From an optimization exercise on the open Yosys and OpenROAD flow, aimed at small area, a short achievable clock period and few clock cycles; shortcuts taken in it are not production practice. Where RTL was checked, it was by simulation tests only, not by an equivalence proof against the original. Power is estimated from default activity; no workload was simulated.

Design task3, start of the top module:
module task3(
    input [2:0] opcode,
    output reg done,
    output reg [23:0] out,
    input [7:0] in2,
    input [7:0] in1,
    input [7:0] in0,
    input clk,
    input rst
    );
    function [10:0] fx; input [3:0] v;
        case (v)
            4'd0: fx = 11'd0;
            4'd1: fx = 11'd13;
            4'd2: fx = 11'd36;
            4'd3: fx = 11'd69;
            4'd4: fx = 11'd112;
            4'd5: fx = 11'd165;
            4'd6: fx = 11'd228;
            4'd7: fx = 11'd301;
            4'd8: fx = 11'd384;
            4'd9: fx = 11'd477;
            4'd10: fx = 11'd580;
            4'd11: fx = 11'd693;
            4'd12: fx = 11'd816;
            4'd13: fx = 11'd949;
            4'd14: fx = 11'd1092;
            4'd15: fx = 11'd1245;
        endcase
    endfunction
    function [9:0] gy; input [3:0] v;
        case (v)
            4'd0: gy = 10'd0;
            4'd1: gy = 10'd1;
            4'd2: gy = 10'd10;
            4'd3: gy = 10'd27;
            4'd4: gy = 10'd52;
            4'd5: gy = 10'd85;
            4'd6: gy = 10'd126;
            4'd7: gy = 10'd175;
            4'd8: gy = 10'd232;
            4'd9: gy = 10'd297;
            4'd10: gy = 10'd370;
            4'd11: gy = 10'd451;
            4'd12: gy = 10'd540;
            4'd13: gy = 10'd637;
            4'd14: gy = 10'd742;
            4'd15: gy = 10'd855;
        endcase
    endfunction
    function [10:0] fz; input [3:0] v;
        case (v)
            4'd0: fz = 11'd13;
            4'd1: fz = 11'd17;
            4'd2: fz = 11'd33;
            4'd3: fz = 11'd61;
            4'd4: fz = 11'd101;
            4'd5: fz = 11'd153;
            4'd6: fz = 11'd217;
            4'd7: fz = 11'd293;
            4'd8: fz = 11'd381;
            4'd9: fz = 11'd481;
            4'd10: fz = 11'd593;
  ...
Settings: LEC_CHECK=0, ABC_CLOCK_PERIOD_IN_PS=3000, CAP_MARGIN=20, CORE_MARGIN=2, CORE_UTILIZATION=40, SLEW_MARGIN=20; clock period 12.0 ns.
standard.sh (not shown) runs the stock make flow with config.mk's settings and CLKGATE_MAP_FILE= SYNTH_SCRIPT=/design/flow/synth_recipe.tcl, a recipe that flattens the netlist after the stock synthesis.
==> flow/flow/run.sh <==
#!/bin/bash
set -euo pipefail
cd "$(dirname "$0")/.."
bash standard.sh finish \
  SETUP_SLACK_MARGIN=6 \
  "BUFFER_PORTS_ARGS=-buffer_cell sky130_fd_sc_hd__buf_1" \
  > run_standard.log 2>&1
==> next run, changes <==
--- a/flow/design.v
+++ b/flow/design.v
@@ -63,24 +63,22 @@
             4'd9: fz = 11'd481;
             4'd10: fz = 11'd593;
             4'd11: fz = 11'd717;
             4'd12: fz = 11'd853;
             4'd13: fz = 11'd1001;
             4'd14: fz = 11'd1161;
             4'd15: fz = 11'd1333;
         endcase
     endfunction
-    reg [1:0] st;        
+    reg k1, k2, k3;      
     reg [7:0] areg;      
-    wire op7 = (opcode == 3'd7);
-    wire sub = (opcode == 3'd1);
-    wire [7:0] mx = (st == 2'd3) ? out[23:16] : out[7:0];
-    wire [7:0] mz = (st == 2'd3) ? out[15:8] : 8'd0;
+    wire [7:0] mx = k3 ? out[23:16] : out[7:0];
+    wire [7:0] mz = out[15:8] & {8{k3}};
     wire m_1;
     wire m_2;
     wire m_3;
     wire m_4;
     wire m_5;
     wire m_6;
     wire m_7;
     wire m_8;
     wire m_9;
@@ -268,40 +266,44 @@
     assign m_93 = m_49 ^ m_68 ^ m_69;
     assign m_94 = (m_49 & m_68) | (m_49 & m_69) | (m_68 & m_69);
     assign m_95 = m_50 ^ m_70 ^ m_71;
     assign m_96 = (m_50 & m_70) | (m_50 & m_71) | (m_70 & m_71);
     assign m_97 = (mx[6] & areg[7]) ^ (mx[7] & areg[6]) ^ m_72;
     assign m_98 = ((mx[6] & areg[7]) & (mx[7] & areg[6])) | ((mx[6] & areg[7]) & m_72) | ((mx[7] & areg[6]) & m_72);
     wire [15:0] pa = {1'b0, (mx[7] & areg[7]), m_96, m_94, m_92, m_90, m_88, m_86, m_84, m_82, m_80, m_78, m_76, m_74, mz[1], (mx[0] & areg[0])};
     wire [15:0] pb = {1'b0, m_98, m_97, m_95, m_93, m_91, m_89, m_87, m_85, m_83, m_81, m_79, m_77, m_75, m_73, mz[0]};
     wire [15:0] prod = pa + pb;
-    wire [12:0] s0 = op7 ? {2'b0, fx(in0[3:0])} : {5'd0, in0};
-    wire [12:0] s1 = op7 ? ~{3'b0, gy(in1[3:0])} : sub ? {5'h1f, ~in1} : {5'd0, in1};
-    wire [12:0] s2 = op7 ? {2'b0, fz(in2[3:0])} : (opcode == 3'd6) ? {5'd0, in2} : 13'd0;
-    wire [12:0] sum = s0 + s1 + s2 + {12'd0, sub | op7};
+    wire t7 = opcode[2] & opcode[0];         
+    wire [12:0] s0 = t7 ? {2'b0, fx(in0[3:0])} : {5'd0, in0};
+    wire [12:0] s1 = (t7 ? {3'b0, gy(in1[3:0])} : {5'd0, in1}) ^ {13{opcode[0]}};
+    wire [12:0] s2 = opcode[2] ? (opcode[0] ? {2'b0, fz(in2[3:0])} : {5'd0, in2}) : 13'd0;
+    wire [12:0] sum = s0 + s1 + s2 + {12'd0, opcode[0]};
+    wire [23:0] sres = {{5{sum[12] & ~opcode[2]}}, {6{sum[12]}}, sum};
     reg [23:0] res;
     always @* begin
-        case (opcode)
-            3'd0, 3'd6: res = {14'd0, sum[9:0]};
-            3'd1:       res = {{14{sum[9]}}, sum[9:0]};
-            3'd3:       res = {17'd0, in0[7:1]};
-            3'd7:       res = {5'd0, {6{sum[12]}}, sum};
-            default:    res = (st == 2'd0) ? {16'd0, opcode[2] ? in0 : in1}
-                            : (st == 2'd2) ? {out[15:8], prod}
-                            : (st == 2'd3) ? {prod, out[7:0]} : {8'd0, prod};
-        endcase
+        if (opcode[2] == opcode[1])          
+            res = sres;
+        else if (opcode == 3'd3)
+            res = {17'd0, in0[7:1]};
+        else                                 
+            res = k1 ? {8'd0, prod} : k2 ? {out[15:8], prod}
+                : k3 ? {prod, out[7:0]} : {16'd0, opcode[2] ? in0 : in1};
     end
     wire mul = (opcode == 3'd2) | (opcode == 3'd4) | (opcode == 3'd5);
-    wire last = !mul | ((opcode == 3'd5) ? (st == 2'd3) : (st == 2'd1));
+    wire last = !mul | ((opcode == 3'd5) ? k3 : k1);
     always @(posedge clk) begin
         areg <= in0;
         if (!rst) begin
             done <= 1'b0;
-            st <= 2'd0;
+            k1 <= 1'b0;
+            k2 <= 1'b0;
+            k3 <= 1'b0;
         end else if (!done) begin
             out <= res;
-            st <= st + 2'd1;
+            k1 <= !(k1 | k2 | k3);
+            k2 <= k1;
+            k3 <= k2;
             if (last)
                 done <= 1'b1;
         end
     end
 endmodule
Effect: The new run completed with no timing, DRC or antenna violations. Synthesized cell count fell by 4.6%. Non-clock buffer count fell by 13. Cell area fell by about 6%. Maximum frequency fell by about 0.8%. Sequential power rose by about 4%. Clock-buffer cell count rose by 2. Routed wire length fell by about 8%.
Testbench counts after the change, summed over its fixed seeds: cycles 21,090.
For the first run of this note, only the layout was checked, not whether the RTL still works.

[what the ideal ports hide]
The results above use ideal ports. As a check the final layouts listed here were re-extracted and re-timed, cells and wires unchanged.
Step 1 (the two cells are an assumption about what drives the block):
set clk [get_ports {clk}]
set_driving_cell -lib_cell sky130_fd_sc_hd__clkbuf_16 $clk
set_driving_cell -lib_cell sky130_fd_sc_hd__buf_2 [delete_from_list [all_inputs] $clk]
Step 2 moves the port delays by t, midway between the first and last clock arrival at a register: inputs arrive t later, outputs are due t later. That takes back most of the time a late clock gives input paths.
Slacks: ideal / step 1 / step 2; pairs: ideal / step 1.
| run | t, ns | setup WS [ns] | latest minus earliest clock arrival (ns) | slew at the worst register clock pin (ns) |
|---|---|---|---|---|
| the first run | 0.308 | 6.179 / 6.194 / 5.886 | 0.006 / 0.006 | 0.06 / 0.06 |
| the second run | 0.310 | 6.133 / 6.148 / 5.837 | 0.010 / 0.011 | 0.06 / 0.06 |
After both steps setup and hold are still met in every run listed. For the second run, which loses most, drivers alone change the setup slack by +0.015 ns; drivers and shift together by -0.296 ns.
